Context: an optimization exercise on an open-source flow, tuned for small area and a short achievable clock period. The choices shown serve that exercise and are no tape-out recipe. In this exercise RTL edits were held to simulation tests only and were not proved equivalent to the original.

==> flow/design.v, too long to show whole: its modules and the start of the top module <==
// module formula: 1201 lines
module formula #(
    parameter int N = 32  
) (
    input logic clk,
    input logic rstn,
    input logic i_valid,
    input logic signed [N-1 : 0] a,
    input logic signed [N-1 : 0] b,
    input logic signed [N-1 : 0] c,
    input logic signed [N-1 : 0] d,
    output logic o_valid,
    output logic signed [N-1 : 0] q
);
  // ...
==> flow/flow/run.sh <==
#!/bin/bash
# Own flow: the standard synthesis, then a polarity pass on the full adders
# (flow/fapol.py, which only removes or moves inverters and swaps gates for
# their complemented twins; registers are untouched), then the standard layout
# with buf_2 as the port buffer and no CTS dummy loads.
set -euo pipefail
W=$(pwd)
R=$W/orfs/results/$FLOW_PLATFORM/formula/base
bash standard.sh synth > $W/synth.log 2>&1
cp $R/1_2_yosys.v $W/1_2_yosys.std.v
FAPOL_MOVES=2000000 python3 $W/flow/fapol.py $W/1_2_yosys.std.v $W/1_2_yosys.pol.v > $W/fapol.log 2>&1
cp $W/1_2_yosys.pol.v $R/1_2_yosys.v
rm -f $R/1_synth.odb $R/1_synth.sdc
bash standard.sh finish \
  "BUFFER_PORTS_ARGS=-buffer_cell sky130_fd_sc_hd__buf_2" \
  "CTS_ARGS=-sink_clustering_enable -repair_clock_nets -dont_use_dummy_load" \
  > $W/finish.log 2>&1
==> flow/flow/fapol.py <==
#!/usr/bin/env python3
"""Remove inverters between full adders in a mapped sky130hd netlist.

A full adder is self-dual: FA(~a, ~b, ~c) = (~sum, ~cout).  Yosys's extract_fa
picks input/output polarities for each full adder on its own, which leaves
inverters between adders.  This pass chooses, for every fa cell, whether to use
it in complemented form (its inputs and outputs all inverted) so that as few
signals as possible need an inverted copy, then rebuilds the inverters.
Registers and every other cell are left as they are.

usage: fapol.py IN.v OUT.v
"""
import re, sys, os, collections
sys.path.insert(0, os.path.dirname(os.path.abspath(__file__)))
import twins as twmod
LIB = os.environ.get('LIB', '/OpenROAD-flow-scripts/flow/platforms/sky130hd/lib/sky130_fd_sc_hd__tt_025C_1v80.lib')
DONT = set(os.environ.get('DONT_USE', '').split())
TW, _ = twmod.twins(LIB)
def twin_ok(t):
    n = t.replace('sky130_fd_sc_hd__', '')
    if n not in TW: return False
    if re.match(r'(buf|clk|dly|inv|ebuf|einv|lpflow|probe|conb)', n): return False
    if 'sky130_fd_sc_hd__' + TW[n][0] in DONT: return False
    return True
INV_AREA = 3.7536

src = open(sys.argv[1]).read()
m = re.search(r'^module .*?;\n', src, re.S | re.M)
head_end = m.end()
cell_re = re.compile(r'^\s*(sky130_fd_sc_hd__\w+)\s+(\S+)\s*\((.*?)\);\n', re.S | re.M)
pin_re = re.compile(r'\.(\w+)\(\s*((?:\\\S+\s)|[^()]*?)\s*\)')

cells = []
first = None
last = None
for cm in cell_re.finditer(src):
    if first is None: first = cm.start()
    last = cm.end()
    pins = [(p, n.strip()) for p, n in pin_re.findall(cm.group(3))]
    cells.append([cm.group(1), cm.group(2), pins])
pre = src[:first]
post = src[last:]
assert 'assign' not in src[first:last]

OUT = {'X', 'Y', 'Q', 'Q_N', 'SUM', 'COUT', 'HI', 'LO'}
def is_inv(t):
    return re.match(r'sky130_fd_sc_hd__(clk)?inv_\d+$', t) is not None
def is_fa(t):
    return re.match(r'sky130_fd_sc_hd__fa_\d+$', t) is not None

# driver of each net
drv = {}
for i, (t, n, pins) in enumerate(cells):
    for p, net in pins:
        if p in OUT:
            drv[net] = (i, p)

# root of a net through inverters: (root net, parity)
def root(net):
    par = 0
    seen = 0
    while net in drv and is_inv(cells[drv[net][0]][0]):
        ci = drv[net][0]
        net = dict(cells[ci][2])['A']
        par ^= 1
        seen += 1
        assert seen < 1000
    return net, par

# consumers: (cell index, pin) with (root, parity); skip inverters themselves
cons = collections.defaultdict(list)   # root -> list of [ci, pin, parity]
ports_out = set()
for i, (t, n, pins) in enumerate(cells):
    if is_inv(t): continue
    for p, net in pins:
        if p in OUT: continue
        r, par = root(net)
        cons[r].append([i, p, par])
# output ports / nets read outside cells: any net with no cell load but used as a port
outs = re.findall(r'^\s*output\s+(?:\[(\d+):(\d+)\]\s+)?(\w+);', src[:first], re.M)
port_nets = []
for hi, lo, name in outs:
    if hi:
        for k in range(int(lo), int(hi) + 1):
            port_nets.append(f'{name}[{k}]')
    else:
        port_nets.append(name)
for pn in port_nets:
    r, par = root(pn)
    cons[r].append([None, pn, par])

fa_ids = [i for i, c in enumerate(cells) if is_fa(c[0])]
tw_ids = [i for i, c in enumerate(cells) if twin_ok(c[0])]
flip = {i: 0 for i in fa_ids + tw_ids}
tw_delta = {i: TW[cells[i][0].replace('sky130_fd_sc_hd__', '')][3] for i in tw_ids}
fa_set = set(fa_ids)
# roots touched by each fa
fa_in_roots = {}
for i in fa_ids:
    fa_in_roots[i] = [root(net)[0] for p, net in cells[i][2] if p not in OUT]
fa_out_roots = {i: [net for p, net in cells[i][2] if p in OUT] for i in fa_ids}
for i in tw_ids:
    fa_in_roots[i] = []
    fa_out_roots[i] = [net for p, net in cells[i][2] if p in OUT]

def root_flip(r):
    if r in drv:
        ci = drv[r][0]
        if ci in flip: return flip[ci]
    return 0

def need_inv(r):
    """1 if some consumer of root r needs the value opposite to what r carries"""
    sf = root_flip(r)
    for ci, p, par in cons[r]:
        want = par ^ (flip.get(ci, 0) if ci in fa_set else 0)
        if want ^ sf:
            return 1
    return 0

def local_cost(i):
    rs = set(fa_in_roots[i]) | set(fa_out_roots[i])
    return INV_AREA * sum(need_inv(r) for r in rs) + (tw_delta[i] if i in tw_delta and flip[i] else 0)

before = sum(need_inv(r) for r in cons)
import random, math
random.seed(1)
nodes = fa_ids + tw_ids
moves = int(os.environ.get('FAPOL_MOVES', '400000'))
T0, T1 = 6.0, 0.05
for mv in range(moves):
    T = T0 * (T1 / T0) ** (mv / moves)
    i = random.choice(nodes)
    c0 = local_cost(i)
    flip[i] ^= 1
    d = local_cost(i) - c0
    if d > 1e-9 and random.random() >= math.exp(-d / T):
        flip[i] ^= 1
for it in range(20):
    changed = 0
    for i in nodes:
        c0 = local_cost(i)
        flip[i] ^= 1
        c1 = local_cost(i)
        if c1 < c0 - 1e-6:
            changed += 1
        else:
            flip[i] ^= 1
    if not changed: break
after = sum(need_inv(r) for r in cons)
ninv_before = sum(1 for c in cells if is_inv(c[0]))
sys.stderr.write(f'fapol: {len(fa_ids)} fa, {len(tw_ids)} twins, {sum(flip[i] for i in fa_ids)} fa flipped, {sum(flip[i] for i in tw_ids)} twins flipped, area delta {sum(tw_delta[i] for i in tw_ids if flip[i]):.1f}, '
                 f'inverted roots {before} -> {after}, inverters before {ninv_before}\n')

# rebuild: drop every inverter whose output is consumed only through roots (all of them),
# add one inv_1 per root that needs an inverted copy
newcells = []
newwires = []
inv_net = {}
k = 0
def inv_of(r):
    global k
    if r not in inv_net:
        k += 1
        nn = f'fapol_n{k}'
        inv_net[r] = nn
        newwires.append(nn)
        newcells.append(['sky130_fd_sc_hd__inv_1', f'fapol_inv{k}', [('A', r), ('Y', nn)]])
    return inv_net[r]

port_assign = []
for r, lst in cons.items():
    sf = root_flip(r)
    for ci, p, par in lst:
        want = par ^ (flip.get(ci, 0) if ci in fa_set else 0)
        net = inv_of(r) if (want ^ sf) else r
        if ci is None:
            if net != p:
                port_assign.append((p, net))
        else:
            pins = cells[ci][2]
            for j, (pp, nn) in enumerate(pins):
                if pp == p:
                    pins[j] = (pp, net)
# a port net that is itself an inverter output keeps that inverter's name; handle by
# keeping port nets driven: if a port net's driver was an inverter we dropped, we
# drive it with a buffer from the chosen net.
for p, net in port_assign:
    k += 1
    newcells.append(['sky130_fd_sc_hd__buf_1', f'fapol_buf{k}', [('A', net), ('X', p)]])

for i in tw_ids:
    if flip[i]:
        n = cells[i][0].replace('sky130_fd_sc_hd__', '')
        nt, po, pn, _ = TW[n]
        cells[i][0] = 'sky130_fd_sc_hd__' + nt
        cells[i][2] = [(pn if p == po else p, net) for p, net in cells[i][2]]
out = [pre.rstrip('\n') + '\n']
for nn in newwires:
    out.append(f'  wire {nn};\n')
for t, n, pins in cells + newcells:
    if is_inv(t) and not n.startswith('fapol_'):
        continue
    ps = ',\n'.join(f'    .{p}({net}' + (' ' if net.startswith('\\') else '') + ')' for p, net in pins)
    out.append(f'  {t} {n} (\n{ps}\n  );\n')
out.append(post)
open(sys.argv[2], 'w').write(''.join(out))
sys.stderr.write(f'fapol: inverters after {len(inv_net)}, port buffers {len(port_assign)}\n')
==> flow/flow/twins.py <==
"""Cells of the sky130hd library that compute the complement of each other's function."""
import re, itertools

def parse_fn(s):
    toks = re.findall(r'[A-Za-z_]\w*|[()!&|^*+\']', s)
    pos = [0]
    def peek():
        return toks[pos[0]] if pos[0] < len(toks) else None
    def take():
        t = toks[pos[0]]; pos[0] += 1; return t
    def orx():
        a = xorx()
        while peek() in ('|', '+'):
            take(); b = xorx(); a = ('|', a, b)
        return a
    def xorx():
        a = andx()
        while peek() == '^':
            take(); b = andx(); a = ('^', a, b)
        return a
    def andx():
        a = unary()
        while peek() in ('&', '*') or (peek() is not None and (re.match(r'\w', peek()) or peek() in ('(', '!'))):
            if peek() in ('&', '*'): take()
            b = unary(); a = ('&', a, b)
        return a
    def unary():
        t = peek()
        if t == '!':
            take(); return ('!', unary())
        if t == '(':
            take(); a = orx(); assert take() == ')'
            e = a
        else:
            e = take()
        while peek() == "'":
            take(); e = ('!', e)
        return e
    e = orx()
    assert pos[0] == len(toks), s
    return e

def ev(e, env):
    if isinstance(e, str): return env[e]
    if e[0] == '!': return 1 - ev(e[1], env)
    a, b = ev(e[1], env), ev(e[2], env)
    return a & b if e[0] == '&' else a | b if e[0] == '|' else a ^ b

def load(lib):
    txt = open(lib).read()
    parts = re.split(r'\n\s*cell \("sky130_fd_sc_hd__', txt)
    info = {}
    for p in parts[1:]:
        name = p[:p.index('"')]
        if 'ff (' in p or 'latch (' in p or 'statetable' in p: continue
        pins = re.split(r'\n\s*pin \("', p)
        ins, outs = [], []
        for q in pins[1:]:
            pn = q[:q.index('"')]
            d = re.search(r'direction : "(\w+)"', q)
            if not d: continue
            if d.group(1) == 'input': ins.append(pn)
            elif d.group(1) == 'output':
                f = re.search(r'\bfunction : "([^"]*)"', q)
                outs.append((pn, f.group(1) if f else None))
        if len(outs) != 1 or outs[0][1] is None or not ins: continue
        area = float(re.search(r'area : ([\d.]+)', p).group(1))
        ins = sorted(ins)
        e = parse_fn(outs[0][1])
        tt = 0
        for k, vals in enumerate(itertools.product((0, 1), repeat=len(ins))):
            tt |= ev(e, dict(zip(ins, vals))) << k
        info[name] = (tuple(ins), outs[0][0], tt, area)
    return info

def twins(lib, dont_use=()):
    info = load(lib)
    by = {}
    for n, (ins, o, tt, a) in info.items():
        if n in dont_use: continue
        by.setdefault((ins, tt), []).append(n)
    tw = {}
    for n, (ins, o, tt, a) in info.items():
        if n in dont_use: continue
        full = (1 << (1 << len(ins))) - 1
        cand = by.get((ins, tt ^ full), [])
        if not cand: continue
        suf = n.rsplit('_', 1)[1]
        same = [c for c in cand if c.rsplit('_', 1)[1] == suf]
        pick = same[0] if same else min(cand, key=lambda c: info[c][3])
        tw[n] = (pick, info[n][1], info[pick][1], info[pick][3] - info[n][3])
    return tw, info

if __name__ == '__main__':
    import sys
    tw, info = twins(sys.argv[1])
    for k in sorted(tw):
        print(k, tw[k])
==> flow/standard.sh <==
#!/bin/bash
# synth_recipe.tcl (not shown) runs the flow's synth.tcl, then flattens the netlist and writes it again
# the make line also repeats each setting of config.mk as NAME=value (left out here)
make -C /OpenROAD-flow-scripts/flow DESIGN_CONFIG=/design/flow/config.mk WORK_HOME=/design/flow/orfs CLKGATE_MAP_FILE= SYNTH_SCRIPT=/design/flow/synth_recipe.tcl "${@:-finish}"
==> flow/config.mk <==
export PLATFORM = sky130hd
export DESIGN_NAME = formula
export DESIGN_NICKNAME = formula
export VERILOG_FILES = /design/flow/design.v
export SDC_FILE = /design/flow/constraint.sdc
export NUM_CORES = 4
export LEC_CHECK = 0
export ABC_AREA = 1
export ABC_CLOCK_PERIOD_IN_PS = 7000
export CAP_MARGIN = 20
export CORE_MARGIN = 2
export CORE_UTILIZATION = 40
export SETUP_SLACK_MARGIN = 4.5
export SLEW_MARGIN = 20
==> flow/constraint.sdc <==
create_clock -name core_clock -period 8.0 [get_ports {clk}]
set_input_delay 1.6000 -clock core_clock [delete_from_list [all_inputs] [get_ports {clk}]]
set_output_delay 1.6000 -clock core_clock [all_outputs]
set_load 0.01 [all_outputs]
==> flow_metrics.env, run 1 <==
export IMPL_yosysWarningCount=2
export IMPL_taps=1254
export IMPL_final_cell_mix="nand2_1, o22ai_1, fa_1"
export IMPL_status="no timing/DRC/antenna violations"
export IMPL_die_area_um2=96300
export IMPL_drt_met1_wl_um=50000
export IMPL_drt_first_pass_iters=8
export IMPL_drv_cap=0
export IMPL_slew_viol_final=0
export IMPL_crit_arrival_ns=3.92
export IMPL_n_fill_cell=9056
export IMPL_regToRegStartpoint="s_r[14]$_DFF_P_"
export IMPL_syn_inst=4237
export IMPL_grt_met3_usage=0.0882
export IMPL_path_cells="clkinv_1 -> buf_6 -> o22ai_1 -> xor2_1 -> fa_1 -> fa_1 -> fa_1 -> fa_1"
export IMPL_final_area_um2=41100
export IMPL_timing_hold_violations_final=0
export IMPL_setup_viol=0
export IMPL_critPathCaptureType="flip-flop"
export IMPL_ios=164
export IMPL_place_ws_ns=3.99
export IMPL_wl_um=130000
export IMPL_grt_overflow_total=0
export IMPL_inverters=480
export IMPL_port_buffers=163
export IMPL_track_usage=0.273
export IMPL_setup_tns_final_ns=0
export IMPL_top_layer="met5"
export IMPL_cpPeakStageDelay_ns=0.74
export IMPL_cts_max_level=2
export IMPL_fp_dieW_um=310
export IMPL_grt_pass1_wl_um=197000
==> run 2, diff against run 1 <==
--- a/flow/design.v
+++ b/flow/design.v
@@ -6,22 +6,22 @@
     input logic i_valid,
     input logic signed [N-1 : 0] a,
     input logic signed [N-1 : 0] b,
     input logic signed [N-1 : 0] c,
     input logic signed [N-1 : 0] d,
     output logic o_valid,
     output logic signed [N-1 : 0] q
 );
-    logic [4:1] v;
+    logic [3:1] v;
     always_ff @(posedge clk) begin
         if (!rstn) v <= '0;
-        else v <= {v[3:1], i_valid};
+        else v <= {v[2:1], i_valid};
     end
-    assign o_valid = v[4];
+    assign o_valid = v[3];
     logic [32:0] s_w, s_r;
     logic [33:0] x_w;
     logic [34:0] xe;
     logic [16:0] one_w, two_w, neg_w, one_r, two_r, neg_r;
     logic [31:0] d_r;
     assign s_w = {a[31], a} - {b[31], b};
     assign x_w = {{2{c[31]}}, c} + {c[31], c, 1'b1};
     assign xe = {x_w, 1'b0};
@@ -1189,13 +1189,12 @@
     assign sgn = t[65];
     logic [31:0] t_r;
     logic ovf_r, sgn_r;
     always_ff @(posedge clk) begin
         t_r   <= t[32:1];
         ovf_r <= ovf;
         sgn_r <= sgn;
     end
-    logic [31:0] q_w, q_r;
+    logic [31:0] q_w;
     assign q_w = ovf_r ? {sgn_r, {31{~sgn_r}}} : t_r;
-    always_ff @(posedge clk) q_r <= q_w;
-    assign q = q_r;
+    assign q = q_w;
 endmodule
==> flow_metrics.env, run 2 <==
export IMPL_status="no timing/DRC/antenna violations"
export IMPL_cp_top_family="adder cells"
export IMPL_wl_met2_um=55200
export IMPL_final_layout_size_suffix_gt1_frac=0.0976
export IMPL_slew_viol_final=0
export IMPL_die_area_um2=94500
export IMPL_drv_cap=0
export IMPL_syn_area_um2=36800
export IMPL_crit_arrival_ns=3.90
export IMPL_grt_antenna_before_repair=1
export IMPL_grt_pass1_vias=32190
export IMPL_top_layer="met5"
export IMPL_vias=31383
export IMPL_crit_buf_inv=2
export IMPL_drtAntennaViolNets=0
export IMPL_track_usage=0.279
export IMPL_post_route_period_util=0.435
export IMPL_crit_path_frequent_cell="fa_1"
export IMPL_yosysWarningCount=2
export IMPL_drtIter0Drc=3325
export IMPL_fin_skew_ns=0.0423
export IMPL_via_per_inst=5.81
export IMPL_grt_max_degree=35
export IMPL_hold_start="v[2]$_SDFF_PN0_"
export IMPL_hold_end="v[3]$_SDFF_PN0_"
export IMPL_largest_register="m_r"
export IMPL_slowest_stage="fa_1"
export IMPL_hold_buffers=0
export IMPL_fp_dieW_um=307
export IMPL_rows=111
export IMPL_holdWs_ns=0.424
export IMPL_die_h_um=307
export IMPL_reg_top3="m_r x181, s_r x33"
export IMPL_cts_max_level=2
export IMPL_clk_pin_slew_ns=0.06
export IMPL_cpPeakStageDelay_ns=0.72
export IMPL_fin_cells=5406
export IMPL_wl_met3_um=16200
export IMPL_dp_hpwl_um=92600
export IMPL_path_cells="inv_1 -> buf_4 -> o22ai_1 -> xor2_1 -> fa_1 -> fa_1 -> fa_1 -> fa_1"
export IMPL_clock_latency_ns=0.58
export IMPL_core_um2=91400
export IMPL_critPathCaptureType="flip-flop"
export IMPL_wl_per_cell_um=24.4
export IMPL_clockRootBuffer="clkbuf_16"
export IMPL_grt_pass1_wl_um=198000
export IMPL_drt_first_pass_iters=8
export IMPL_nNetsFinal=5063
export IMPL_gp_congestion=0.941
export IMPL_area_growth_pct=9.69
export IMPL_antennaDiodeCount=0
export IMPL_final_common_cell="nand2_1"
export IMPL_syn_inst=4193
export IMPL_setup_viol=0
export IMPL_wl_um=132000
export IMPL_ios=164
export IMPL_grt_overflow_total=0
export IMPL_rsz0062_at_grt="false"
export IMPL_drt_met1_wl_um=50300
export IMPL_fin_crit_ns=3.48
export IMPL_timing_hold_violations_final=0
export IMPL_reg2reg_slack_ns=4.52
export IMPL_critPathLaunchType="flip-flop"
export IMPL_dp_cells=5341
export IMPL_synth_fp_nets=5034
export IMPL_tritoncts="built"
export IMPL_n_fill_cell=8991
export IMPL_worstMarginPinSlew_ns=0.950
export IMPL_r2r_end="m_r[115]$_DFF_P_"
export IMPL_critPathKind="flip-flop to flip-flop"
export IMPL_min_path_cells=1
export IMPL_cts_buffer_depth=3
export IMPL_drcViolationCount=0
export IMPL_start_util=0.403
export IMPL_max_freq_ghz=0.287
export IMPL_r2r_cells=8
export IMPL_critical_path_required_ns=8.42
export IMPL_regToRegStartpoint="s_r[26]$_DFF_P_"
export IMPL_clock_sinks=334
export IMPL_relSlewSlack=0.364
export IMPL_setup_tns_final_ns=0
export IMPL_hp_class="flip-flop to flip-flop"
export IMPL_largest_reg_flops=181
export IMPL_final_cell_mix="nand2_1, o22ai_1, fa_1"
export IMPL_cp_max_fo=34
export IMPL_syn_area_per_cell_um2=8.78
export IMPL_cts_buffers=42
export IMPL_port_buffers=163
run 2: changes by cell type in the layout (fill, tap and decap cells not counted), sizes merged, moves of 4 or more:
cell	before	now
nand2	623	614
xor2	227	238
o21ai	82	77
clkinvlp	9	13
xnor2	441	435
nor3	22	31
buf	249	243
dfxtp	367	334
a21oi	101	105
clkinv	11	7
nor2	180	166
run 2: worst max path at each step:
stage | startpoint | endpoint | slack [ns] | cells after the start
2_1_floorplan | neg_r[7]$_DFF_P_ | m_r[27]$_DFF_P_ | 4.52 | 9
5_1_grt | one_r[15]$_DFF_P_ | m_r[91]$_DFF_P_ | 4.50 | 8
6_report | s_r[26]$_DFF_P_ | m_r[115]$_DFF_P_ | 4.52 | 8
3_3_place_gp | neg_r[10]$_DFF_P_ | m_r[157]$_DFF_P_ | 3.93 | 6
3_5_place_dp | neg_r[10]$_DFF_P_ | m_r[157]$_DFF_P_ | 3.96 | 6
4_1_cts | s_r[30]$_DFF_P_ | m_r[75]$_DFF_P_ | 4.50 | 8
run 2: layout make-up:
type                       instances  area, um2  share of cell area
timing repair buffer             246       1670              0.0413
multi-input combinational       3119      27500               0.681
inverter                         477       1930              0.0478
sequential                       334       6730               0.167
tap                             1186       1480              0.0367
clock buffer                      42       1050              0.0260
timing repair inverter             2       15.0            0.000372
run 2: stage by stage:
stage | instance area (um2) | utilization | worst slack [ns]
after floorplan | 36800 | - | 4.52
after global placement | 38600 | 0.422 | 3.93
after detailed placement | 38600 | 0.422 | 3.96
after CTS | 40000 | 0.438 | 4.50
after global routing | 40400 | 0.442 | 4.50
final | 40400 | 0.442 | 4.52
run 2: repair_timing:
item	4_1_cts	5_1_grt
pin swaps	0	1
resized for setup	79	95
endpoints found under the setup margin	157	81
hold endpoints to repair	0	0
cloned	2	0
buffers inserted	19	2
run 2: routing by layer:
layer / vias to the layer above / GRT usage
li1: 13710 / -
met1: 14909 / 0.350
met2: 2134 / 0.416
met3: 624 / 0.0864
met4: 6 / 0.176
met5: - / 0.00672
==> run 3, diff against run 2 <==
--- a/flow/config.mk
+++ b/flow/config.mk
@@ -11,4 +11,4 @@
 export CORE_MARGIN = 2
 export CORE_UTILIZATION = 40
-export SETUP_SLACK_MARGIN = 4.5
+export SETUP_SLACK_MARGIN = 4.35
 export SLEW_MARGIN = 20
==> flow_metrics.env, run 3 <==
export IMPL_status="no timing/DRC/antenna violations"
export IMPL_reg_top3="m_r x181, s_r x33"
export IMPL_setup_viol=0
export IMPL_grt_max_degree=35
export IMPL_critical_path_required_ns=8.45
export IMPL_final_layout_size_suffix_gt1_frac=0.0906
export IMPL_worstMarginPinSlew_ns=1.03
export IMPL_clk_pin_slew_ns=0.06
export IMPL_start_util=0.403
export IMPL_max_freq_ghz=0.273
export IMPL_path_cells="inv_4 -> xnor2_1 -> fa_1 -> fa_1 -> fa_1 -> fa_1"
export IMPL_grt_overflow_total=0
export IMPL_slew_viol_final=0
export IMPL_nNetsFinal=5058
export IMPL_grt_pass1_vias=32128
export IMPL_drtIter0Drc=3470
export IMPL_synth_fp_nets=5034
export IMPL_grt_antenna_before_repair=4
export IMPL_largest_reg_flops=181
export IMPL_track_usage=0.279
export IMPL_dp_hpwl_um=92600
export IMPL_slowest_stage="xnor2_1"
export IMPL_drv_cap=0
export IMPL_place_ws_ns=3.96
export IMPL_vias=31263
export IMPL_critPathCaptureType="flip-flop"
export IMPL_drcViolationCount=0
export IMPL_post_route_period_util=0.459
export IMPL_reg2reg_slack_ns=4.33
export IMPL_wl_per_cell_um=24.5
export IMPL_cp_top_family="adder cells"
export IMPL_clock_sinks=334
export IMPL_drtAntennaViolNets=0
export IMPL_die_h_um=307
export IMPL_crit_arrival_ns=4.12
export IMPL_critPathLaunchType="flip-flop"
export IMPL_yosysWarningCount=2
export IMPL_rsz0062_at_grt="true"
export IMPL_drt_first_pass_iters=8
export IMPL_critPathKind="flip-flop to flip-flop"
export IMPL_crit_buf_inv=1
export IMPL_rows=111
export IMPL_syn_area_um2=36800
export IMPL_fin_ws_ns=4.33
export IMPL_ios=164
export IMPL_crit_cells=6
export IMPL_largest_register="m_r"
export IMPL_syn_inst=4193
export IMPL_die_area_um2=94500
export IMPL_clockRootBuffer="clkbuf_16"
export IMPL_crit_path_frequent_cell="fa_1"
export IMPL_port_buffers=163
export IMPL_clock_latency_ns=0.59
export IMPL_fp_dieW_um=307
export IMPL_gp_congestion=0.941
export IMPL_core_um2=91400
export IMPL_hp_class="flip-flop to flip-flop"
export IMPL_cp_max_fo=24
export IMPL_wl_um=132000
export IMPL_grt_pass1_wl_um=198000
export IMPL_syn_area_per_cell_um2=8.78
export IMPL_cts_buffers=42
export IMPL_r2r_cells=6
export IMPL_relSlewSlack=0.312
export IMPL_tritoncts="built"
export IMPL_fin_skew_ns=0.0431
export IMPL_final_cell_mix="nand2_1, o22ai_1, fa_1"
export IMPL_area_growth_pct=8.62
export IMPL_via_per_inst=5.79
export IMPL_setup_tns_final_ns=0
export IMPL_fin_crit_ns=3.67
export IMPL_final_common_cell="nand2_1"
export IMPL_cpPeakStageDelay_ns=0.61
export IMPL_timing_hold_violations_final=0
export IMPL_min_path_cells=1
export IMPL_cts_max_level=2
export IMPL_cts_buffer_depth=3
==> run 3: metal layers <==
metal | share of wire | global-route usage | up-vias | wire, um
li1 | - | - | 13697 | -
met3 | 0.13 | 0.0897 | 615 | 17000
met5 | 0.00078 | 0.00724 | - | 103
met2 | 0.42 | 0.414 | 2087 | 55000
met1 | 0.38 | 0.347 | 14858 | 50100
met4 | 0.077 | 0.180 | 6 | 10200
==> run 3: worst paths after layout <==
check	start	endpoint
hold / removal	v[2]$_SDFF_PN0_	v[3]$_SDFF_PN0_
setup / recovery	neg_r[10]$_DFF_P_	m_r[157]$_DFF_P_
hold reg to reg	v[2]$_SDFF_PN0_	v[3]$_SDFF_PN0_
setup reg to reg	neg_r[10]$_DFF_P_	m_r[157]$_DFF_P_
==> run 3: layout make-up <==
cell class | count | area [um2]
multi-input cells | 3119 | 27400
repair buffers | 241 | 1470
inverters | 477 | 1890
diodes | 3 | 7.51
clock buffers | 42 | 1050
fillers | 9049 | 51400
flip-flops and latches | 334 | 6710
well taps | 1186 | 1480
repair inverters | 2 | 12.5
==> run 3: what timing repair did <==
item,4_1_cts,5_1_grt
resized for setup,45,37
hold buffers,0,0
setup buffers,16,0
setup endpoints to repair,136,62
cloned,2,0
==> run 3: through the flow <==
step / util / hold WS [ns] / instances / cell area, um2
3_5_place_dp: 0.422 / 0.415 / 5341 / 38600
5_1_grt: 0.438 / 0.444 / 5403 / 40000
6_report: 0.438 / 0.424 / 5404 / 40000
4_1_cts: 0.436 / 0.426 / 5401 / 39900
3_3_place_gp: 0.422 / 0.413 / 5341 / 38600
2_1_floorplan: - / 0.329 / 4193 / 36800

==> port drivers added, routing unchanged <==
The flow's constraints put no driver on any port. The routed layouts listed below were extracted and timed again, unchanged, in two steps. Step 1 assumes that a clkbuf_16 drives the clock port and a buf_2 every other input. Step 2, shift: input delay + t, output delay - t, t = (earliest + latest rising clock arrival at the registers) / 2. This alone moves slack from input paths to output paths. Slacks: no drivers / after step 1 / after step 2; pairs: no drivers / after step 1.
run	t (ns)	setup WS [ns]	cell pins on the clock port's net
run 1	0.639	4.486 / 4.486 / 4.396	1
run 2	0.635	4.521 / 4.521 / 4.269	1
run 3	0.631	4.332 / 4.332 / 4.280	1
After both steps every run listed still meets setup and hold. For run 2, which loses most, drivers alone change the setup slack by 0.000 ns; drivers and shift together by -0.252 ns.
